From an optimization exercise on the open Yosys and OpenROAD flow, aimed at small area and a short achievable clock period; shortcuts taken in it are not production practice.
Function was checked by simulation only, so behaviour that the tests miss may differ from the original.
Power is estimated from default activity; no workload was simulated.

==> flow/design.v <==
`timescale 1ns/1ps
module KEYBOARD_CONTROLLER (
	RST_N     ,
	DATA      ,
	CLK_50MHZ ,
	PS2CLK    ,
	ASCII_OUT ,
	COLOR     ,
	COMMAND
	);
	input        RST_N;
	input        DATA;
	input        CLK_50MHZ;
	input        PS2CLK;
	output [7:0] ASCII_OUT;
	output [7:0] COLOR;
	output [1:0] COMMAND;
	wire clk = CLK_50MHZ;
	localparam [5:0] Y_PT = 6'b010000, Y_LP = 6'b010010, Y_RP = 6'b010011,
		Y_SP = 6'b010100, Y_EQ = 6'b010101, Y_QU = 6'b010110, Y_MI = 6'b011001,
		Y_SL = 6'b011011;
	function [5:0] L;    
		input [4:0] n;
		L = {1'b1, n};
	endfunction
	function [5:0] scan2sym;
		input [7:0] s;
		case (s)
			8'h45, 8'h70: scan2sym = 6'd0;
			8'h16, 8'h69: scan2sym = 6'd1;
			8'h1E, 8'h72: scan2sym = 6'd2;
			8'h26, 8'h7A: scan2sym = 6'd3;
			8'h25, 8'h6B: scan2sym = 6'd4;
			8'h2E, 8'h73: scan2sym = 6'd5;
			8'h36, 8'h74: scan2sym = 6'd6;
			8'h3D, 8'h6C: scan2sym = 6'd7;
			8'h3E, 8'h75: scan2sym = 6'd8;
			8'h46, 8'h7D: scan2sym = 6'd9;
			8'h1C: scan2sym = L(1);   8'h32: scan2sym = L(2);   8'h21: scan2sym = L(3);
			8'h23: scan2sym = L(4);   8'h24: scan2sym = L(5);   8'h2B: scan2sym = L(6);
			8'h34: scan2sym = L(7);   8'h33: scan2sym = L(8);   8'h43: scan2sym = L(9);
			8'h3B: scan2sym = L(10);  8'h42: scan2sym = L(11);  8'h4B: scan2sym = L(12);
			8'h3A: scan2sym = L(13);  8'h31: scan2sym = L(14);  8'h44: scan2sym = L(15);
			8'h4D: scan2sym = L(16);  8'h15: scan2sym = L(17);  8'h2D: scan2sym = L(18);
			8'h1B: scan2sym = L(19);  8'h2C: scan2sym = L(20);  8'h3C: scan2sym = L(21);
			8'h2A: scan2sym = L(22);  8'h1D: scan2sym = L(23);  8'h22: scan2sym = L(24);
			8'h35: scan2sym = L(25);  8'h1A: scan2sym = L(26);
			8'h4E, 8'h7B: scan2sym = Y_MI;
			8'h55:        scan2sym = Y_EQ;
			8'h41:        scan2sym = 6'b010001;
			8'h49, 8'h71: scan2sym = Y_PT;
			8'h4A:        scan2sym = Y_SL;
			8'h7C:        scan2sym = 6'b011010;
			8'h79:        scan2sym = 6'b011000;
			8'h54:        scan2sym = Y_LP;
			8'h5B:        scan2sym = Y_RP;
			8'h52:        scan2sym = Y_QU;
			default:      scan2sym = Y_SP;
		endcase
	endfunction
	function [6:0] sym2asc;
		input [5:0] y;
		if (y[5])
			sym2asc = {2'b11, y[4:0]};
		else if (!y[4])
			sym2asc = {3'b011, y[3:0]};
		else
			case (y[3:0])
				4'b0000: sym2asc = 7'h2E;
				4'b0001: sym2asc = 7'h2C;
				4'b0010: sym2asc = 7'h28;
				4'b0011: sym2asc = 7'h29;
				4'b0100: sym2asc = 7'h20;
				4'b0101: sym2asc = 7'h3D;
				4'b0110: sym2asc = 7'h22;
				4'b1000: sym2asc = 7'h2B;
				4'b1001: sym2asc = 7'h2D;
				4'b1010: sym2asc = 7'h2A;
				default: sym2asc = 7'h2F;
			endcase
	endfunction
	function [2:0] sym2col;
		input [5:0] y;
		if (y[5] || y == Y_QU)
			sym2col = 3'b100;
		else if (!y[4] || y[3:1] == 3'b000)
			sym2col = 3'b010;
		else if (y == Y_SP)
			sym2col = 3'b111;
		else
			sym2col = 3'b001;
	endfunction
	function [31:0] atan32;
		input [4:0] i;
		case (i)
			5'd0  : atan32 = 32'b11001001000011111101101010100010;
			5'd1  : atan32 = 32'b01110110101100011001110000010110;
			5'd2  : atan32 = 32'b00111110101101101110101111110010;
			5'd3  : atan32 = 32'b00011111110101011011101010011011;
			5'd4  : atan32 = 32'b00001111111110101010110111011100;
			5'd5  : atan32 = 32'b00000111111111110101010101101111;
			5'd6  : atan32 = 32'b00000011111111111110101010101011;
			5'd7  : atan32 = 32'b00000001111111111111110101010101;
			5'd8  : atan32 = 32'b00000000111111111111111110101011;
			5'd9  : atan32 = 32'b00000000011111111111111111110101;
			5'd10 : atan32 = 32'b00000000001111111111111111111111;
			default: atan32 = 32'd1 << (6'd32 - {1'b0, i});
		endcase
	endfunction
	reg       c1, c2, d1;
	reg [3:0] bc;
	reg [7:0] sr;
	reg       bdone;
	reg       rel;
	wire      fall = c2 & ~c1;
	always @(posedge clk or negedge RST_N) begin
		if (!RST_N) begin
			c1    <= 1'b1;
			c2    <= 1'b1;
			bc    <= 4'd0;
			bdone <= 1'b0;
			rel   <= 1'b0;
		end
		else begin
			c1    <= PS2CLK;
			c2    <= c1;
			bdone <= fall & (bc == 4'd8);
			if (fall)
				bc <= (bc == 4'd10) ? 4'd0 : bc + 4'd1;
			if (bdone) begin
				if (sr == 8'hF0)
					rel <= 1'b1;
				else if (sr != 8'hE0)
					rel <= 1'b0;
			end
		end
	end
	always @(posedge clk) begin
		d1 <= DATA;
		if (fall && bc != 4'd0 && bc <= 4'd8)
			sr <= {d1, sr[7:1]};
	end
	wire kev   = bdone & ~rel & (sr != 8'hF0) & (sr != 8'hE0);
	wire k_ent = (sr == 8'h5A);
	wire k_bs  = (sr == 8'h66);
	wire [5:0] ksym = scan2sym(sr);
	reg [5:0] ring [0:79];
	reg [6:0] ph;
	reg [6:0] count;
	reg [6:0] r;
	reg       pend;
	reg       lock;
	reg       wen;
	reg [5:0] wdat;
	wire [5:0] rout = ring[79];
	integer gi;
	always @(posedge clk) begin
		for (gi = 79; gi > 0; gi = gi - 1)
			ring[gi] <= ring[gi-1];
		ring[0] <= wen ? wdat : ring[79];
	end
	reg [34:0] A, X, Y, T;
	reg [5:0]  b;                  
	wire       pe = (b == 6'd34);  
	wire       b0 = (b == 6'd0);
	reg [6:0] st;
	reg [5:0] cnt;
	reg [4:0] it;
	reg [1:0] dret;
	reg       fr, mulf, qs, negr, got;
	reg [5:0] sym;
	reg       sym_ent;
	reg       x_int, x_fract, y_int, y_fract, letter, neg_oper, err;
	reg [2:0] oper;
	reg [2:0] cd;
	reg [1:0] cc;
	reg [5:0] mat;
	reg [3:0] dlast;
	reg [1:0] conv;
	reg       cpf, cnf;
	reg       xs, ys, yz, tsg, aneg, fz, ybit, xz;
	reg        c;         
	reg        ad;        
	reg        ex, ey;    
	reg        y0f, s0f, tsf;
	reg        asg;       
	reg [2:0]  psel;      
	reg [2:0]  qsel;      
	reg [3:0]  kidx;
	reg        sub, cinx, mask, abin;
	reg [1:0]  amode;     
	reg [2:0]  xmode;     
	reg        xbin;
	reg [1:0]  ymode;     
	reg        ybin;
	reg [1:0]  tmode;     
	function kbit;
		input [3:0] k;
		input [5:0] bb;
		input [4:0] ii;
		input [5:0] sy;
		input [3:0] dl;
		reg [34:0] v;
		reg [31:0] at;
		begin
			at = atan32(ii);
			case (k)
				4'd0:    v = {31'd0, sy[3:0]};
				4'd1:    v = {31'd0, dl};
				4'd2:    v = 35'd100000;
				4'd3:    v = 35'd10;
				4'd4:    v = {3'b000, at};
				4'd5:    v = {32'b001_10010010000111111011010101000, 3'b000};
				4'd6:    v = {32'b000_10011011011100111111011111001, 3'b000};
				4'd7:    v = {1'b0, 31'b01_10111101011100001010001111011 + 31'd1, 3'b000};
				default: v = {1'b1, 31'b10_01001100100011110101110000101, 3'b000};
			endcase
			kbit = v[bb];
		end
	endfunction
	reg pb, qb;
	always @(*) begin
		case (psel)
			3'd0:    pb = A[0];
			3'd1:    pb = X[0];
			3'd2:    pb = Y[0];
			3'd4:    pb = b0 ? abin : ad;
			default: pb = 1'b0;
		endcase
		case (qsel)
			3'd1:    qb = X[0];
			3'd2:    qb = Y[0];
			3'd3:    qb = T[0];
			3'd4:    qb = kbit(kidx, b, it, sym, dlast);
			default: qb = 1'b0;
		endcase
	end
	wire qx   = qb ^ sub;
	wire ci   = b0 ? (sub | cinx) : c;
	wire sb   = pb ^ qx ^ ci;
	wire co   = (pb & qx) | (pb & ci) | (qx & ci);
	wire sbm  = sb & ~(mask & b[5]);      
	wire y0   = b0 ? Y[0] : y0f;
	reg a34;    
	always @(*) begin
		case (amode)
			2'd1:    a34 = sbm;
			2'd2:    a34 = 1'b0;
			default: a34 = A[0];
		endcase
	end
	always @(posedge clk) begin
		b  <= pe ? 6'd0 : b + 6'd1;
		c  <= co;
		ad <= A[0];
		ex <= X[0];
		ey <= Y[0];
		if (b0) begin
			y0f <= Y[0];
			s0f <= sb;
			tsf <= T[34];
		end
		if (pe) asg <= a34;
		if (amode == 2'd2)
			A <= {1'b0, pe ? 1'b0 : sb, A[33:1]};
		else
			A <= {a34, A[34:1]};
		case (xmode)
			3'd1:    X <= {sbm, X[34:1]};
			3'd2:    X <= {(b >= 6'd16 && b < 6'd32) ? A[19] : X[0], X[34:1]};
			3'd3:    X <= {b0 ? xbin : ex, X[34:1]};
			3'd4:    X <= {b0 ? xbin : (b < 6'd16) ? ex : X[0], X[34:1]};
			default: X <= {X[0], X[34:1]};
		endcase
		case (ymode)
			2'd1:    Y <= {sbm, Y[34:1]};
			2'd2:    Y <= {1'b0, (b < 6'd32) ? Y[0] : (b == 6'd32) ? s0f : 1'b0, Y[33:1]};
			2'd3:    Y <= {b0 ? ybin : ey, Y[34:1]};
			default: Y <= {Y[0], Y[34:1]};
		endcase
		case (tmode)
			2'd1:    T <= {sbm, T[34:1]};
			2'd2:    T <= {tsf, pe ? tsf : T[0], T[33:1]};
			default: T <= {T[0], T[34:1]};
		endcase
	end
	localparam [6:0]
		S_IDLE = 7'd0,  S_FETCH = 7'd1, S_DISP = 7'd2,  S_M1 = 7'd3,   S_M2 = 7'd4,
		S_M3   = 7'd5,  S_M4 = 7'd6,    S_DG6 = 7'd8,  S_DG7 = 7'd9,
		S_CLRA = 7'd10, S_FR0 = 7'd11,  S_FRA = 7'd12,  S_FRF = 7'd13, S_YM = 7'd14,
		S_YI   = 7'd16, S_YS = 7'd17,   S_EV = 7'd18,  S_CLRY = 7'd19,
		S_MST  = 7'd20, S_EVT = 7'd21,  S_QZ1 = 7'd22,  S_QZ2 = 7'd23, S_DV0 = 7'd24,
		S_DV1  = 7'd7,  S_DV2 = 7'd25,  S_DV3 = 7'd26,  S_DS = 7'd27,  S_DSF = 7'd28, S_DV4 = 7'd29,
		S_C1   = 7'd30, S_C2 = 7'd31,   S_C3A = 7'd32,  S_C3B = 7'd15, S_C3C = 7'd64, S_C4 = 7'd33,
		S_C5   = 7'd34,
		S_I1   = 7'd35, S_I2 = 7'd36,   S_I3 = 7'd37,   S_I4 = 7'd38,  S_I5 = 7'd39,
		S_I6   = 7'd40, S_I7 = 7'd41,   S_R1 = 7'd42,   S_R2 = 7'd43,  S_R3 = 7'd44,
		S_R4   = 7'd45, S_R5 = 7'd46,   S_P0 = 7'd47,   S_P1 = 7'd48,  S_P2 = 7'd49,
		S_P3   = 7'd50, S_P4 = 7'd51,   S_PF1 = 7'd52,  S_PF2 = 7'd53, S_PF3 = 7'd54,
		S_PF4  = 7'd55, S_ZR = 7'd56,   S_PF6 = 7'd57,  S_PF7 = 7'd58, S_PF8 = 7'd59,
		S_PSH  = 7'd60, S_PF9 = 7'd61,  S_OUT = 7'd62,  S_ERR = 7'd63, S_PPT = 7'd65;
	wire any_n  = x_int | x_fract | y_int | y_fract;
	wire none   = ~any_n & ~letter;
	wire is_dig = (sym[5:4] == 2'b00);
	wire is_pt  = (sym[5:1] == 5'b01000);
	wire is_op  = (sym[5:2] == 4'b0110);
	wire is_let = sym[5];
	wire cd_nz  = (cd != 3'd0);
	wire is_sin = mat[1] & mat[3] & mat[5];
	wire is_cos = mat[0] & mat[2] & mat[4];
	wire c_swap = conv[1];
	wire srcY   = (oper[0] == c_swap);
	wire negv   = c_swap & (oper[0] ^ conv[0]);
	wire d_pt_x = !sym_ent && is_pt && cd_nz && x_int;
	wire d_pt_y = !sym_ent && is_pt && cd_nz && !x_int && y_int;
	wire d_op_x = !sym_ent && is_op && !letter && x_int;
	wire d_rp_x = !sym_ent && !is_pt && !is_op && sym == Y_RP && letter && x_int && cd_nz;
	reg [5:0] msym;
	reg       mend;
	always @(*) begin
		mend = 1'b0;
		msym = Y_SP;
		case (cnt[4:0])
			5'd0: msym = Y_SP;   5'd1: msym = L(5);   5'd2: msym = L(18);  5'd3: msym = L(18);
			5'd4: msym = L(15);  5'd5: msym = L(18);  5'd6: msym = Y_SL;   5'd7: msym = Y_SP;
			default:
				if (err)
					case (cnt[4:0])
						5'd8:  msym = L(21); 5'd9:  msym = L(14); 5'd10: msym = L(11); 5'd11: msym = L(14);
						5'd12: msym = L(15); 5'd13: msym = L(23); 5'd14: msym = L(14); 5'd15: msym = Y_SP;
						5'd16: msym = L(3);  5'd17: msym = L(15); 5'd18: msym = L(13); 5'd19: msym = L(13);
						5'd20: msym = L(1);  5'd21: msym = L(14); 5'd22: msym = L(4);
						default: mend = 1'b1;
					endcase
				else if (sym_ent)
					case (cnt[4:0])
						5'd8:  msym = L(5);  5'd9:  msym = L(24); 5'd10: msym = L(16); 5'd11: msym = L(18);
						5'd12: msym = L(5);  5'd13: msym = L(19); 5'd14: msym = L(19); 5'd15: msym = L(9);
						5'd16: msym = L(15); 5'd17: msym = L(14); 5'd18: msym = Y_SP;  5'd19: msym = L(14);
						5'd20: msym = L(15); 5'd21: msym = L(20); 5'd22: msym = Y_SP;  5'd23: msym = L(6);
						5'd24: msym = L(21); 5'd25: msym = L(12); 5'd26: msym = L(12);
						default: mend = 1'b1;
					endcase
				else
					case (cnt[4:0])
						5'd8:  msym = L(21); 5'd9:  msym = L(14); 5'd10: msym = L(5);  5'd11: msym = L(24);
						5'd12: msym = L(16); 5'd13: msym = L(5);  5'd14: msym = L(3);  5'd15: msym = L(20);
						5'd16: msym = L(5);  5'd17: msym = L(4);  5'd18: msym = Y_SP;  5'd19: msym = L(20);
						5'd20: msym = L(15); 5'd21: msym = L(11); 5'd22: msym = L(5);  5'd23: msym = L(14);
						5'd24: msym = Y_SP;  5'd25: msym = Y_QU;  5'd27: msym = Y_QU;
						5'd26: if (sym[5:1] == 5'b01001) mend = 1'b1; else msym = sym;
						default: mend = 1'b1;
					endcase
		endcase
	end
	always @(*) begin
		psel = 3'd3; qsel = 3'd0; kidx = 4'd0; sub = 1'b0; cinx = 1'b0; mask = 1'b0; abin = 1'b0;
		amode = 2'd0; xmode = 3'd0; xbin = 1'b0; ymode = 2'd0; ybin = 1'b0; tmode = 2'd0;
		case (st)
			S_IDLE: begin amode = 2'd1; xmode = 3'd1; ymode = 2'd1; end
			S_DISP: begin
				if (d_pt_x || d_op_x || d_rp_x) xmode = 3'd2;
				else if (d_pt_y && !letter) begin psel = 3'd0; ymode = 2'd1; end
			end
			S_CLRA, S_DV3, S_PF2, S_ZR: amode = 2'd1;
			S_M1:  begin psel = 3'd4; tmode = 2'd1; end
			S_M2, S_M3: begin psel = 3'd4; amode = 2'd1; end
			S_M4:  begin psel = 3'd4; qsel = 3'd3; amode = 2'd1; end
			S_DG6: if (letter) begin psel = 3'd0; mask = 1'b1; ymode = 2'd1; end
			S_DG7: begin psel = 3'd0; qsel = 3'd4; kidx = 4'd0; amode = 2'd1; end
			S_FRA: begin
				psel = 3'd4; qsel = 3'd4; kidx = 4'd2; sub = ~asg; amode = 2'd1;
				if (cnt != 6'd16) begin
					if (x_fract) begin xmode = 3'd4; xbin = ~asg; end
					else begin ymode = 2'd3; ybin = ~asg; end
				end
			end
			S_FRF: begin
				if (x_fract) begin xmode = 3'd4; xbin = ~asg; end
				else begin ymode = 2'd3; ybin = ~asg; end
			end
			S_YM:  begin psel = 3'd2; mask = 1'b1; ymode = 2'd1; end
			S_YI:  begin psel = 3'd0; ymode = 2'd1; end
			S_YS:  begin psel = 3'd2; qsel = 3'd2; mask = 1'b1; ymode = 2'd1; end
			S_EV: begin
				case (oper[1:0])
					2'b00: begin psel = 3'd1; qsel = 3'd2; amode = 2'd1; end
					2'b01: begin psel = 3'd1; qsel = 3'd2; sub = 1'b1; mask = 1'b1; amode = 2'd1; end
					2'b10: amode = 2'd1;
					default: ;
				endcase
			end
			S_CLRY, S_C5: ymode = 2'd1;
			S_MST: begin psel = 3'd0; qsel = (mulf & y0) ? 3'd1 : 3'd0; amode = 2'd2; ymode = 2'd2; end
			S_EVT: if (oper != 3'b011 && !oper[2]) amode = 2'd1;
			S_QZ1: begin psel = 3'd2; mask = 1'b1; xmode = 3'd1; end
			S_QZ2: begin qsel = 3'd4; kidx = 4'd1; ymode = 2'd1; end
			S_DV1: if (xs) begin qsel = 3'd1; sub = 1'b1; mask = 1'b1; xmode = 3'd1; end
			S_DV2: if (ys) begin qsel = 3'd2; sub = 1'b1; mask = 1'b1; ymode = 2'd1; end
			S_DS:  begin psel = 3'd4; abin = X[31]; qsel = 3'd2; sub = ~asg; amode = 2'd1; xmode = 3'd3; xbin = ~asg; end
			S_DSF: begin
				xmode = 3'd3; xbin = ~asg;
				if (asg) begin psel = 3'd0; qsel = 3'd2; amode = 2'd1; end
			end
			S_DV4: begin qsel = 3'd1; sub = qs; mask = 1'b1; amode = 2'd1; end
			S_C1:  xmode = 3'd3;
			S_C2:  begin qsel = 3'd1; sub = neg_oper; amode = 2'd1; end
			S_C3A: begin psel = 3'd0; qsel = 3'd4; kidx = 4'd7; sub = 1'b1; end
			S_C3B: begin psel = 3'd0; qsel = 3'd4; kidx = 4'd8; sub = 1'b1; end
			S_C3C: if (cpf | cnf) begin psel = 3'd0; qsel = 3'd4; kidx = 4'd5; sub = cpf; amode = 2'd1; end
			S_C4:  begin qsel = 3'd4; kidx = 4'd6; xmode = 3'd1; end
			S_I1:  begin qsel = 3'd2; tmode = 2'd1; end
			S_I2, S_I5, S_R2: tmode = 2'd2;
			S_PF3: begin tmode = 2'd2; ymode = 2'd3; end
			S_I3:  begin psel = 3'd1; qsel = 3'd3; sub = ~asg; xmode = 3'd1; end
			S_I4:  begin psel = 3'd1; qsel = 3'd3; sub = asg; tmode = 2'd1; end
			S_I6:  begin psel = 3'd2; qsel = 3'd3; sub = asg; ymode = 2'd1; end
			S_I7:  begin psel = 3'd0; qsel = 3'd4; kidx = 4'd4; sub = ~asg; amode = 2'd1; end
			S_R1:  begin qsel = srcY ? 3'd2 : 3'd1; tmode = 2'd1; end
			S_R3:  begin qsel = 3'd3; sub = negv; mask = 1'b1; tmode = 2'd1; end
			S_R4:  if (tsg) begin qsel = 3'd3; sub = 1'b1; mask = 1'b1; tmode = 2'd1; end
			S_R5:  begin qsel = 3'd3; amode = 2'd1; end
			S_P4:  if (!aneg) begin psel = 3'd0; xmode = 3'd1; end
			S_PF1: begin qsel = 3'd4; kidx = 4'd2; tmode = 2'd1; end
			S_PF4: if (ybit) begin psel = 3'd0; qsel = 3'd3; amode = 2'd1; end
			S_PF6: begin psel = 3'd1; tmode = 2'd1; end
			S_PF7: begin psel = 3'd0; xmode = 3'd1; end
			S_PF8: begin qsel = 3'd4; kidx = 4'd3; ymode = 2'd1; end
			S_PF9: begin qsel = 3'd3; xmode = 3'd1; end
			default: ;
		endcase
	end
	reg [1:0] ocmd;
	reg [6:0] oasc;
	reg [2:0] ocol;
	reg       e_sym, e_nl, e_del;
	reg [5:0] esym;
	assign COMMAND   = ocmd;
	assign ASCII_OUT = {1'b0, oasc};
	assign COLOR     = {{3{ocol[2]}}, {3{ocol[1]}}, {2{ocol[0]}}};
	always @(posedge clk or negedge RST_N) begin
		if (!RST_N) begin
			ocmd <= 2'b11;
			oasc <= 7'd0;
			ocol <= 3'b111;
		end
		else if (e_sym) begin
			ocmd <= 2'b00;
			oasc <= sym2asc(esym);
			ocol <= sym2col(esym);
		end
		else begin
			ocmd <= e_nl ? 2'b10 : e_del ? 2'b01 : 2'b11;
			oasc <= 7'd0;
			ocol <= 3'b111;
		end
	end
	wire ph_r  = (ph == r);
	wire ph_c  = (ph == count);
	wire psh_w = (st == S_PSH || st == S_PPT) && ph_c && !got && !b0;
	always @(*) begin
		e_sym = 1'b0; e_nl = 1'b0; e_del = 1'b0; esym = ksym;
		wen = 1'b0; wdat = ksym;
		if (pend && ph_c)
			wen = 1'b1;
		if (kev && !lock) begin
			if (k_bs) begin
				if (count != 7'd0) e_del = 1'b1;
			end
			else if (!k_ent && count != 7'd80)
				e_sym = 1'b1;
		end
		if (psh_w) begin
			wen  = 1'b1;
			wdat = (st == S_PPT) ? Y_PT : sym;
		end
		case (st)
			S_P0, S_P2: begin e_sym = b0; esym = Y_SP; end
			S_P1:       begin e_sym = b0; esym = Y_EQ; end
			S_P3:       begin e_sym = b0 & negr; esym = Y_MI; end
			S_P4:       e_nl = b0 & aneg;
			S_OUT:      if (cnt == 6'd2) e_nl = 1'b1; else if (cnt[0] && ph_r) begin e_sym = 1'b1; esym = rout; end
			S_ERR:      if (mend) e_nl = 1'b1; else begin e_sym = 1'b1; esym = msym; end
			default: ;
		endcase
	end
	always @(posedge clk or negedge RST_N) begin
		if (!RST_N) begin
			st    <= S_IDLE;
			ph    <= 7'd0;
			count <= 7'd0;
			r     <= 7'd0;
			pend  <= 1'b0;
			lock  <= 1'b0;
			cnt <= 6'd0; it <= 5'd0; dret <= 2'd0; fr <= 1'b0; mulf <= 1'b0; got <= 1'b0;
			qs <= 1'b0; negr <= 1'b0; sym <= 6'd0; sym_ent <= 1'b0;
			x_int <= 1'b0; x_fract <= 1'b0; y_int <= 1'b0; y_fract <= 1'b0;
			letter <= 1'b0; neg_oper <= 1'b0; err <= 1'b0; oper <= 3'd0; cd <= 3'd0;
			cc <= 2'd0; mat <= 6'd0; dlast <= 4'd0; conv <= 2'd0;
			cpf <= 1'b0; cnf <= 1'b0; xs <= 1'b0; ys <= 1'b0; yz <= 1'b0; tsg <= 1'b0;
			aneg <= 1'b0; fz <= 1'b0; ybit <= 1'b0; xz <= 1'b0;
		end
		else begin
			ph <= (ph == 7'd79) ? 7'd0 : ph + 7'd1;
			if (pend && ph_c) begin
				pend  <= 1'b0;
				count <= count + 7'd1;
			end
			if (kev && !lock) begin
				if (k_bs) begin
					if (count != 7'd0) count <= count - 7'd1;
				end
				else if (k_ent)
					lock <= 1'b1;
				else if (count != 7'd80)
					pend <= 1'b1;
			end
			if (psh_w) begin
				count <= count - 7'd1;
				got   <= 1'b1;
			end
			if (b == 6'd31) begin
				xs   <= X[0];
				ys   <= Y[0];
				aneg <= A[0];
				ybit <= Y[0];
			end
			if (st == S_R3 && b == 6'd31) tsg <= sbm;
			if (b0) begin
				yz <= ~Y[0];
				fz <= Y[0];
				xz <= X[0];
			end
			else if (!b[5]) begin
				yz <= yz & ~Y[0];
				fz <= fz | Y[0];
				xz <= xz | X[0];
			end
			if (st == S_PSH && b0) sym <= {2'b00, A[3:0]};
			case (st)
				S_IDLE: begin
					x_int <= 1'b0; x_fract <= 1'b0; y_int <= 1'b0; y_fract <= 1'b0;
					letter <= 1'b0; neg_oper <= 1'b0; err <= 1'b0; negr <= 1'b0;
					oper <= 3'b000; cd <= 3'd0; cc <= 2'd0; mat <= 6'd0; got <= 1'b0;
					if (lock && !pend && pe) begin
						r  <= 7'd0;
						st <= S_FETCH;
					end
				end
				S_FETCH: begin
					if (!got) begin
						if (r == count) begin
							sym_ent <= 1'b1;
							got     <= 1'b1;
						end
						else if (ph_r) begin
							sym     <= rout;
							sym_ent <= 1'b0;
							r       <= r + 7'd1;
							got     <= 1'b1;
						end
					end
					if (pe && got) begin
						got <= 1'b0;
						st  <= S_DISP;
					end
				end
				S_PSH: if (pe && got) begin
					got <= 1'b0;
					if (dret == 2'd1) begin
						it <= it - 5'd1;
						st <= (it == 5'd1) ? S_PPT : S_DV3;
					end
					else if (!xz) begin
						r   <= count;
						cnt <= 6'd0;
						st  <= S_OUT;
					end
					else
						st <= S_DV3;
				end
				S_PPT: if (pe && got) begin
					got  <= 1'b0;
					dret <= 2'd2;
					st   <= S_PF9;
				end
				S_OUT: begin
					if (cnt == 6'd2) begin
						lock  <= 1'b0;
						count <= 7'd0;
						st    <= S_IDLE;
					end
					else if (!cnt[0]) begin
						r   <= r + 7'd1;
						cnt <= 6'd1;
					end
					else if (ph_r) begin
						if (r == 7'd79) cnt <= 6'd2;
						else cnt <= 6'd0;
					end
				end
				S_ERR: begin
					if (mend) begin
						lock  <= 1'b0;
						count <= 7'd0;
						st    <= S_IDLE;
					end
					else
						cnt <= cnt + 6'd1;
				end
				default: if (pe) begin
					case (st)
						S_DISP: begin
							if (sym_ent) begin
								if (letter)                 st <= S_EVT;
								else if (y_int && cd_nz)    st <= S_YI;
								else if (y_fract)           st <= S_FR0;
								else begin cnt <= 6'd0; st <= S_ERR; end
							end
							else if (is_dig) begin
								if (none) begin x_int <= 1'b1; fr <= 1'b0; st <= S_M1; end
								else if (any_n) begin fr <= 1'b0; st <= S_M1; end
								else begin cnt <= 6'd0; st <= S_ERR; end
							end
							else if (is_pt) begin
								if (cd_nz && x_int) begin
									x_int <= 1'b0; x_fract <= 1'b1; cd <= 3'd0; st <= S_CLRA;
								end
								else if (cd_nz && y_int) begin
									y_int <= 1'b0; y_fract <= 1'b1; cd <= 3'd0; st <= S_CLRA;
								end
								else begin cnt <= 6'd0; st <= S_ERR; end
							end
							else if (is_op) begin
								if (!letter) begin
									if (x_int) begin
										x_int <= 1'b0; y_int <= 1'b1; oper <= {1'b0, sym[1:0]}; cd <= 3'd0;
										st <= S_CLRA;
									end
									else if (x_fract) begin
										oper <= {1'b0, sym[1:0]};
										st <= S_FR0;
									end
									else begin cnt <= 6'd0; st <= S_ERR; end
								end
								else if (x_int && !cd_nz && sym[1:0] == 2'b01 && !neg_oper) begin
									neg_oper <= 1'b1; st <= S_FETCH;
								end
								else begin cnt <= 6'd0; st <= S_ERR; end
							end
							else if (is_let) begin
								if (none || (letter && !any_n)) begin
									letter <= 1'b1;
									cc <= cc + 2'd1;
									case (cc)
										2'd0: mat[1:0] <= {sym == L(19), sym == L(3)};
										2'd1: mat[3:2] <= {sym == L(9),  sym == L(15)};
										2'd2: mat[5:4] <= {sym == L(14), sym == L(19)};
										default: ;
									endcase
									st <= S_FETCH;
								end
								else begin cnt <= 6'd0; st <= S_ERR; end
							end
							else if (sym == Y_LP) begin
								if (letter) begin
									x_int <= 1'b1;
									if (is_sin)      begin oper <= 3'b100; st <= S_FETCH; end
									else if (is_cos) begin oper <= 3'b101; st <= S_FETCH; end
									else begin err <= 1'b1; cnt <= 6'd0; st <= S_ERR; end
								end
								else begin cnt <= 6'd0; st <= S_ERR; end
							end
							else if (sym == Y_RP) begin
								if (letter && x_int && cd_nz) begin
									x_int <= 1'b0; y_int <= 1'b1; oper <= 3'b011; cd <= 3'd0;
									st <= S_CLRA;
								end
								else if (letter && x_fract) st <= S_FR0;
								else begin cnt <= 6'd0; st <= S_ERR; end
							end
							else if (sym == Y_SP) st <= S_FETCH;
							else begin cnt <= 6'd0; st <= S_ERR; end
						end
						S_CLRA: st <= S_FETCH;
						S_M1: st <= S_M2;
						S_M2: st <= S_M3;
						S_M3: st <= S_M4;
						S_M4: begin
							if (cd != 3'd7) cd <= cd + 3'd1;
							st <= fr ? S_FR0 : S_DG6;
						end
						S_DG6: begin
							if (letter) dlast <= sym[3:0];
							st <= S_DG7;
						end
						S_DG7: st <= S_FETCH;
						S_FR0: begin
							if (cd == 3'd0 || cd > 3'd5) begin cnt <= 6'd0; st <= S_ERR; end
							else if (cd != 3'd5) begin fr <= 1'b1; st <= S_M1; end
							else begin cd <= 3'd0; cnt <= 6'd16; st <= S_FRA; end
						end
						S_FRA: begin
							cnt <= cnt - 6'd1;
							if (cnt == 6'd1) st <= S_FRF;
						end
						S_FRF: begin
							if (x_fract) begin
								x_fract <= 1'b0; y_int <= 1'b1; st <= S_CLRA;
							end
							else begin
								y_fract <= 1'b0; st <= S_YM;
							end
						end
						S_YM: st <= S_EV;
						S_YI: begin y_int <= 1'b0; cnt <= 6'd16; st <= S_YS; end
						S_YS: begin
							cnt <= cnt - 6'd1;
							if (cnt == 6'd1) st <= S_EV;
						end
						S_EV: begin
							mulf <= (oper[1:0] == 2'b10);
							case (oper[1:0])
								2'b00, 2'b01: begin cnt <= 6'd16; st <= S_CLRY; end
								2'b10: begin cnt <= 6'd32; st <= S_MST; end
								default: st <= S_DV0;
							endcase
						end
						S_CLRY: begin
							mulf <= 1'b0;
							st <= (cnt == 6'd0) ? S_P0 : S_MST;
						end
						S_MST: begin
							cnt <= cnt - 6'd1;
							if (cnt == 6'd1) st <= S_P0;
						end
						S_EVT: begin
							if (oper == 3'b011) st <= S_QZ1;
							else if (oper[2]) begin cnt <= 6'd16; st <= S_C1; end
							else begin cnt <= 6'd0; st <= S_CLRY; end
						end
						S_QZ1: st <= S_QZ2;
						S_QZ2: st <= S_DV0;
						S_DV0: begin
							qs   <= xs ^ ys;
							dret <= 2'd0;
							st   <= yz ? S_ZR : S_DV1;
						end
						S_ZR: begin cnt <= 6'd0; st <= S_CLRY; end
						S_DV1: st <= S_DV2;
						S_DV2: st <= S_DV3;
						S_DV3: begin cnt <= 6'd32; st <= S_DS; end
						S_DS: begin
							cnt <= cnt - 6'd1;
							if (cnt == 6'd1) st <= S_DSF;
						end
						S_DSF: st <= (dret == 2'd0) ? S_DV4 : S_PSH;
						S_DV4: begin cnt <= 6'd0; st <= S_CLRY; end
						S_C1: begin
							cnt <= cnt - 6'd1;
							if (cnt == 6'd1) st <= S_C2;
						end
						S_C2:  st <= S_C3A;
						S_C3A: begin cpf <= ~asg & co; st <= S_C3B; end
						S_C3B: begin cnf <= asg & ~co; st <= S_C3C; end
						S_C3C: begin conv <= cpf ? 2'b10 : cnf ? 2'b11 : 2'b00; st <= S_C4; end
						S_C4:  st <= S_C5;
						S_C5:  begin it <= 5'd0; st <= S_I1; end
						S_I1:  begin cnt <= {1'b0, it}; st <= (it == 5'd0) ? S_I3 : S_I2; end
						S_I2:  begin cnt <= cnt - 6'd1; if (cnt == 6'd1) st <= S_I3; end
						S_I3:  st <= S_I4;
						S_I4:  begin cnt <= {1'b0, it}; st <= (it == 5'd0) ? S_I6 : S_I5; end
						S_I5:  begin cnt <= cnt - 6'd1; if (cnt == 6'd1) st <= S_I6; end
						S_I6:  st <= S_I7;
						S_I7:  begin it <= it + 5'd1; st <= (it == 5'd31) ? S_R1 : S_I1; end
						S_R1:  begin cnt <= 6'd3; st <= S_R2; end
						S_R2:  begin cnt <= cnt - 6'd1; if (cnt == 6'd1) st <= S_R3; end
						S_R3:  st <= S_R4;
						S_R4:  begin if (tsg) negr <= 1'b1; st <= S_R5; end
						S_R5:  begin cnt <= 6'd29; st <= S_CLRY; end
						S_P0:  st <= S_P1;
						S_P1:  st <= S_P2;
						S_P2:  st <= S_P3;
						S_P3:  st <= S_P4;
						S_P4: begin
							if (aneg) begin
								lock  <= 1'b0;
								count <= 7'd0;
								st    <= S_IDLE;
							end
							else begin
								count <= 7'd79;
								dret  <= fz ? 2'd1 : 2'd2;
								it    <= 5'd5;
								st    <= fz ? S_PF1 : S_PF8;
							end
						end
						S_PF1: st <= S_PF2;
						S_PF2: begin cnt <= 6'd16; st <= S_PF3; end
						S_PF3: st <= S_PF4;
						S_PF4: begin
							cnt <= cnt - 6'd1;
							st <= (cnt == 6'd1) ? S_PF6 : S_PF3;
						end
						S_PF6: st <= S_PF7;
						S_PF7: st <= S_PF8;
						S_PF8: st <= S_DV3;
						S_PF9: st <= S_DV3;
						default: st <= S_IDLE;
					endcase
				end
			endcase
		end
	end
endmodule  
==> flow/run.sh <==
#!/bin/bash
# synth_recipe.tcl (not shown) runs the flow's synth.tcl, then flattens the netlist and writes it again
# the make line also repeats each setting of config.mk as NAME=value (left out here)
make -C /OpenROAD-flow-scripts/flow DESIGN_CONFIG=/design/flow/config.mk WORK_HOME=/design/flow/orfs CLKGATE_MAP_FILE= SYNTH_SCRIPT=/design/flow/synth_recipe.tcl finish
==> flow/config.mk <==
export PLATFORM = sky130hd
export DESIGN_NAME = KEYBOARD_CONTROLLER
export DESIGN_NICKNAME = KEYBOARD_CONTROLLER
export VERILOG_FILES = /design/flow/design.v
export SDC_FILE = /design/flow/constraint.sdc
export NUM_CORES = 4
export LEC_CHECK = 0
export ABC_AREA = 1
export CAP_MARGIN = 20
export CORE_MARGIN = 2
export CORE_UTILIZATION = 40
export CTS_BUF_LIST = sky130_fd_sc_hd__clkbuf_4
export SLEW_MARGIN = 20
==> flow/constraint.sdc <==
create_clock -name core_clock -period 160.0 [get_ports {CLK_50MHZ}]
set_input_delay 32.0000 -clock core_clock [delete_from_list [all_inputs] [get_ports {CLK_50MHZ}]]
set_output_delay 32.0000 -clock core_clock [all_outputs]
set_load 0.01 [all_outputs]
==> results of run 1 <==
[metrics by stage]
| stage | worst slack, ps | cells |
|---|---|---|
| after global placement | 126510 | 3797 |
| final | 125950 | 4133 |
| after CTS | 125780 | 4130 |
| after floorplan | 127340 | 2963 |
| after detailed placement | 126500 | 3797 |
| after global routing | 125820 | 4133 |
[registers in the layout (all words and copies together), names as in the netlist, 4 cells and up, named ones only]
| signal | flops |
|---|---|
| r | 7 |
| ring | 480 |
| mat | 6 |
| T | 35 |
| bc | 4 |
| st | 7 |
| X | 35 |
| sym | 6 |
| cnt | 6 |
| sr | 8 |
| Y | 35 |
| oasc | 7 |
| ph | 7 |
| b | 6 |
| count | 7 |
| it | 5 |
| A | 35 |
| dlast | 4 |
[layout make-up]
cell class	count	area (sq um)
clock inverters	57	430.4
well taps	873	1092
clock buffers	276	2072
fillers	6555	36510
repair buffers	26	242.7
flip-flops and latches	760	15890
inverters	352	1324
diodes	3	7.507
multi-input cells	1786	9351
[per-layer routing]
metal | part of all wire [%] | vias to the layer above | track usage [%]
met5 | 0 | - | 0
li1 | - | 10200 | -
met3 | 8.0 | 156 | 5.491
met1 | 46 | 9772 | 28.27
met2 | 43 | 858 | 30.21
met4 | 3.4 | 0 | 9.112
[power groups by stage]
stage	Combinational [W]	Clock [W]	Sequential, W
global placement	0.0000181	0	0.000197
floorplan	0.0000135	0	0.000197
finish	0.0000182	0.000161	0.000193
detailed placement	0.0000179	0	0.000197
global route	0.0000205	0.000179	0.000193
CTS	0.0000180	0.000168	0.000193
[cells in the mapped netlist (7+ instances only)]
cell type | instances | area [sq um]
o2111ai_1 | 11 | 96.34
a31oi_1 | 17 | 106.4
nor3_1 | 69 | 345.3
a32oi_1 | 7 | 61.31
a221oi_1 | 9 | 78.83
o211ai_1 | 24 | 180.2
o31ai_1 | 11 | 82.58
o21ai_1 | 24 | 120.1
inv_1 | 308 | 1156
nor2_2 | 20 | 125.1
dfrtp_1 | 104 | 2603
a211oi_1 | 9 | 67.56
nand4_1 | 55 | 344.1
nor4_1 | 33 | 206.5
ha_1 | 46 | 575.6
o22ai_1 | 9 | 56.30
dfxtp_1 | 638 | 12770
clkinv_1 | 8 | 30.03
dfstp_2 | 7 | 183.9
nor2_1 | 320 | 1201
nor2_4 | 13 | 146.4
xor2_1 | 25 | 219.0
nand3_1 | 224 | 1121
clkbuf_1 | 22 | 82.58
buf_2 | 19 | 95.09
a21oi_1 | 92 | 460.4
nand2_1 | 480 | 1802
o21ai_0 | 171 | 855.8
nand2_2 | 17 | 106.4
edfxtp_1 | 11 | 330.3
buf_4 | 12 | 90.09
xnor2_1 | 11 | 96.34
buf_6 | 7 | 78.83
inv_2 | 35 | 131.4
[cell families (layout without fill, tap and decap cells)]
family                     Yosys count  in the layout  synth area share (%)
other                                1              4               0.01393
adders and majority gates           47             47                 2.212
DFF                                760            760                 59.00
AOI/OAI and AO/OA                  431            431                 9.706
xor gates and xnor gates            37             37                 1.231
muxes                                5              5                0.2091
buffers and inverters              417            711                 6.272
and+or+nand+nor                   1265           1265                 21.35
[worst max path at each step]
| stage | from | endpoint | slack, ps | depth (start not counted) |
|---|---|---|---|---|
| after global routing | ocol[2] | COLOR[6] | 125820 | 1 |
| after CTS | ocol[2] | COLOR[6] | 125780 | 1 |
| after floorplan | ocol[1] | COLOR[3] | 127340 | 1 |
| after global placement | RST_N | oasc[0] | 126510 | 2 |
| after detailed placement | RST_N | oasc[5] | 126500 | 2 |
| final | ocol[2] | COLOR[6] | 125950 | 1 |
==> run summary, run 1 <==
* Tcrit/Tclk final at approximately a fifth
* Proportion of layout cells with a drive suffix above 1 at roughly an eighth
* Number of synthesized flops with an enable pin at 11
* Critical path peak fanout at 3
* Mean routed wirelength per cell at between 15 and 20 um
* Setup CP Type: flip-flop to primary output
* Initial Util at between 40 and 50%
* Post-synthesis cell count at a little under 3000
* Die height at 263.5 um
* Clock sink count at 760
* Number of post-CTS setup repair buffers at 0
* Ys async rst share at ~15%
* Final Max Slew Viols at 0
* GRT overflow at 0
* Routed Antenna Nets at 0
* Critical R2R Capture: asg
* Largest stage delay on the critical path at 550 ps
* Hold_sp: ring[34][2]
* Internal cell power at 0.0002808 W
* Final setup fails at 0
* RSZ-0062 raised after global routing: no
* Synth Cell Area at about 0.027 sq mm
* Min-Delay Path Class: flip-flop to flip-flop
* Crit path max-delay family: flip-flops
* Arrival time of the worst setup path at between 2000 and 2500 ps
* # H-tree levels at 4
* GRT Total Usage at between 20% and 30%
* Worst reg2reg setup slack at between 150000 and 200000 ps
* Part of the power in registers at approximately half
* Max transition margin at between 30% and 40%
* Die area at 0.06942 sq mm
* Core Area at between 0.06 and 0.07 sq mm
* Pleak at between 10 and 15 nW
* Psw at slightly above 0.00009 W
* FP Rows at between 90 and 100
* Pwr/cell area at approximately 12 mW/mm^2
* DP Wirelength at 50370 um
* CP max-delay cell: dfstp_2
* Largest net degree at the start of global routing at 59
* Placed inst area at ~0.028 sq mm
* Ys flop type: dfxtp_1
* Clock slew at reported path FFs at approximately 70 ps
* Commonest non-fill, non-tap cell in the layout: dfxtp_1
* Syn_nets at between 3000 and 4000
* Fmax at about 29 MHz
* FF+latch count, synth at between 700 and 800
* WP data required at 128000 ps
* Clk latency of the worst-skew pair at between 1000 and 1500 ps
* Final core utilization at a little under half
* CTS resizes at 0
* Synth Warn # at 2
* Comb pwr share at under 10%
* Detailed Routing Iterations Pass 1 at 6
* Clk_skew at about 86 ps
* Placer Congestion at between 1 and 1.5
* Final Power at 0.0003721 W
* CTS tree: built
* Worst hold endpoint: ring[35][2]
* Sequential area share after synthesis at 59.00%
* Vias/cell at roughly 5.1
* Synth unique cells at between 70 and 80
* Clock share of power at ~43%
* WL final at 70970 um
* Run status: timing/DRC/antenna clean
* CTS Hold Bufs at 0
* Layout overhead on the synthesized area at 12.92%
* Initial antenna violation count at 2
* Net Sw Frac at between 20% and 30%
* R2R cell count at 28
* Worst Max-Slew Pin Slew at approximately 950 ps
* Critical R2R Launch: it[0]
* DRC violation total after the first TritonRoute iteration at around 1900
* Final hold vios at 0
* Crit path time final at about 34000 ps
* Post-synthesis average cell area at between 9 and 10 sq um
* Top-level I/O count at 22
* Worst path buffer plus inverter count at 1
* Setup TNS after final layout at 0 ps
* # port buffers at 20
* First-pass GRT wire length at around 110000 um
* CTS root buf: clkbuf_4
* Max clock buf depth at 3
* Startpoint types: flip-flop
* Fin nets at around 3200
* Vias in the first global route at between 20000 and 25000
* Critical path cell sequence: clkdlybuf4s50_1
* Chip Width at 263.5 um
* Max cap viols at 0
* Worst hold path depth at 0
* Routed vias at 20980
* Post-route cell area at slightly above 0.03 sq mm
* Peak VDD IR at roughly 0.0087 mV
* DRC at 0
* Hold slack at 284.5 ps
* Cts bufs inserted at roughly 180
* Crit. End Element: primary output
* Highest-count cells in the layout ignoring fill and taps: 638 x dfxtp_1, 480 x nand2_1, 320 x nor2_1
==> inputs of run 2 (changes only) <==
--- a/flow/config.mk
+++ b/flow/config.mk
@@ -5,9 +5,7 @@
 export SDC_FILE = /design/flow/constraint.sdc
 export NUM_CORES = 4
 export LEC_CHECK = 0
-export ABC_AREA = 1
 export CAP_MARGIN = 20
 export CORE_MARGIN = 2
 export CORE_UTILIZATION = 40
-export CTS_BUF_LIST = sky130_fd_sc_hd__clkbuf_4
 export SLEW_MARGIN = 20
==> run summary, run 2 <==
* Max clock buf depth at 3 (unchanged)
* GRT Total Usage at 22.30% (+1.8 points)
* Met3 WL post-DR at 5680 um (-0.12%)
* Synth cell count leaders: 638 x dfxtp_1, 229 x nor2_1, 205 x nand2_1
* Number of synthesized flops with an enable pin at 11 (unchanged)
* Syn_nets at 2673 (-11%)
* Run status: timing/DRC/antenna clean
* Clk_skew at 63.74 ps (-22.31 ps)
* Final hold vios at 0 (unchanged)
* GRT overflow at 0 (unchanged)
* Crit path time final at 33720 ps (-329.0 ps)
* Worst setup margin at 126280 ps (+329.0 ps)
* Ys flop type: dfxtp_1
* CP max-delay cell: dfstp_2
* Layout overhead on the synthesized area at 13.64%
* Synth unique cells at 112 (+49%)
* Commonest non-fill, non-tap cell in the layout: dfxtp_1
* Top sig layer: met4
* Mean routed wirelength per cell at 22.22 um (+29%)
* Area of the multi-input gates at 0.01021 sq mm (+9.2%)
* FF+latch count, synth at 760 (unchanged)
* CTS resizes at 0 (unchanged)
* Initial Util at 40.29% (+0.052 points)
* Core Area at 0.06704 sq mm (+0.18%)
* Area share of the largest cell type after synthesis at 47.28% (-0.14 points)
* Proportion of layout cells with a drive suffix above 1 at 9.741% (-3.6 points)
* # port buffers at 20 (unchanged)
* Chip Width at 263.9 um (+0.15%)
* Highest-count cells in the layout ignoring fill and taps: 638 x dfxtp_1, 227 x nor2_1, 205 x nand2_1
* Clock sink count at 760 (unchanged)
* Largest register FFs at 480 (unchanged)
* Crit. End Element: primary output
* Initial antenna violation count at 2 (unchanged)
* Seq. cell area at 0.01589 sq mm (about the same)
* Routed Antenna Nets at 0 (unchanged)
* Synth area leaders: dfxtp_1 47%, dfrtp_1 9.6%, a21oi_1 3.2%
* Sequential area share after synthesis at 58.82% (-0.18 points)
* Arrival time of the worst setup path at 1720 ps (-330 ps)
* CTS Hold Bufs at 0 (unchanged)
* Final setup fails at 0 (unchanged)
* Met1 wire length at 33980 um (+4.3%)
* Fmax at 29.66 MHz (+0.98%)
* Post-route cell area at 0.03070 sq mm (+0.94%)
* CTS tree: built
* DP Wirelength at 53990 um (+7.2%)
* Tcrit/Tclk final at 21.08% (-0.21 points)
* Critical path cell sequence: clkdlybuf4s50_1
* Met2 wire len at 34830 um (+15%)
* Crit path max-delay family: flip-flops
* Peak VDD IR at 0.01016 mV (+17%)
* Setup CP Type: flip-flop to primary output
* WL final at 78490 um (+11%)
* Synth Warn # at 2 (unchanged)
* Min-Delay Path Class: flip-flop to flip-flop
* Post-synthesis cell count at 2622 (-12%)
* Pwr/cell area at 13.10 mW/mm^2 (+7.1%)
* CTS root buf: clkbuf_16
* Placed inst area at 0.02789 sq mm (about the same)
* Die height at 263.9 um (+0.15%)
* WP data required at 128000 ps (about the same)
* Ys async rst share at 14.61% (unchanged)
* Vias/cell at 5.785 (+14%)
* Synth Cell Area at 0.02701 sq mm (+0.31%)
* # H-tree levels at 3 (-1)
* Number of post-CTS setup repair buffers at 0 (unchanged)
* Top-level I/O count at 22 (unchanged)
* DRC violation total after the first TritonRoute iteration at 2155 (+13%)
* Worst path buffer plus inverter count at 1 (unchanged)
* Detailed Routing Iterations Pass 1 at 6 (unchanged)
* First-pass GRT wire length at 121200 um (+7.8%)
* Setup TNS after final layout at 0 ps (unchanged)
* Routed vias at 20440 (-2.6%)
* RSZ-0062 raised after global routing: no
* FP Rows at 95 (unchanged)
* Clock slew at reported path FFs at 60 ps (about the same)
* Clk latency of the worst-skew pair at 640 ps (-380 ps)
* Final Max Slew Viols at 0 (unchanged)
* Startpoint types: flip-flop
* Pleak at 11.91 nW (-12%)
* Worst reg2reg setup slack at 154180 ps (-740 ps)
* Vias in the first global route at 19840 (-1.5%)
* Final core utilization at 45.79% (+0.35 points)
* Fin nets at 2651 (-16%)
* Placer Congestion at 0.9714 (-5.5%)
* Worst Max-Slew Pin Slew at 1073 ps (+122.5 ps)
* # fillers at 6228 (-5.0%)
* Area leader, netlist: dfxtp_1
* Largest Register: ring
* Max cap viols at 0 (unchanged)
* Largest stage delay on the critical path at 540 ps (about the same)
* Post-synthesis average cell area at 10.30 sq um (+13%)
* Place WS at 126420 ps (-73.00 ps)
* Cts bufs inserted at 75 (-59%)
* Largest net degree at the start of global routing at 71 (+20%)
* Critical path peak fanout at 3 (unchanged)
* DRC at 0 (unchanged)
* Top-count cell post-synth: dfxtp_1
* Die area at 0.06962 sq mm (+0.30%)
* Max transition margin at 27.86% (-8.6 points)
==> run 2: worst paths after layout <==
kind,start,to,cells after the start
setup / recovery,ocol[2],COLOR[6],1
hold / removal,A[26],A[25],0
setup reg to reg,it[1],A[34],19
hold reg to reg,A[26],A[25],0
max in group asynchronous,RST_N,cd[0],3
min in group asynchronous,RST_N,bdone,1
==> run 2: per-layer routing <==
| layer | vias up | global-route usage, % |
|---|---|---|
| li1 | 9358 | - |
| met1 | 9909 | 30.10 |
| met2 | 934 | 34.22 |
| met3 | 236 | 3.906 |
| met4 | 0 | 11.86 |
| met5 | - | 0 |
==> run 2: area by class of cell <==
cell class	instances	area share (%)
Timing Repair Buffer	59	1.651
Inverter	62	0.7582
Sequential cell	760	51.77
Clock buffer	95	6.856
Multi-Input combinational cell	1642	33.27
Clock inverter	41	2.136
Antenna cell	1	0.008152
Tap cell	873	3.558
==> run 2: through the flow <==
stage / instances / total power (W) / hold WS (ps)
floorplan: 2622 / 0.0002123 / 309.6
global placement: 3394 / 0.0002181 / 309.8
detailed placement: 3394 / 0.0002183 / 312.1
CTS: 3530 / 0.0004068 / 278.9
global route: 3532 / 0.0004171 / 295.7
finish: 3533 / 0.0004021 / 283.8
==> run 2: worst register-to-register path, stage by stage (launching register included) <==
cell	delay, ps
dfrtp_1	510
inv_1	190
ha_1	510
inv_1	210
nor3_1	410
ha_1	660
a21o_1	260
o211ai_1	260
nor2_1	160
o21ai_0	180
a221o_1	390
a31o_1	180
a21oi_1	200
o31ai_2	120
xor2_1	200
fa_1	680
and2_1	280
nand2_1	80
o21ai_1	140
nor2b_1	140
==> run 2: report_power, final <==
group | internal (W) | switching, W
combinational | 0.00000760 | 0.0000132
sequential | 0.000192 | 0.00000171
clock | 0.000111 | 0.0000769
total | 0.000310 | 0.0000917
==> run 2: cells by family (layout without fill, tap and decap cells) <==
logic type	after synthesis	count (layout)	synth area share (%)
AO/OA/AOI/OAI	674	674	16.56
flip-flops	760	760	58.82
AND/OR/NAND/NOR	835	835	15.80
buffers and inverters	220	257	3.543
adder cells (fa/ha/maj)	47	47	2.205
other	1	2	0.01388
XOR/XNOR	42	42	1.362
multiplexers	43	43	1.691

-- afterwards: timing with drivers on the ports --
No port has a modelled driver above. Below, the same layouts with a new extraction and two added sets of constraints. Step 1 assumes that a clkbuf_16 drives the clock port and a buf_2 every other input. Step 2, shift: input delay + t, output delay - t, t = (earliest + latest rising clock arrival at the registers) / 2. This alone moves slack from input paths to output paths. Slacks: ideal ports / drivers / drivers and shift; pairs: ideal ports / drivers.
run	shift t [ns]	setup WS [ns]	cell pins on the clock port's net
run 1	1.034	125.950 / 125.892 / 126.525	1
run 2	0.672	126.279 / 126.219 / 126.755	1
After both steps every run listed still meets setup and hold. The worst setup slack also covers recovery checks on asynchronous resets.
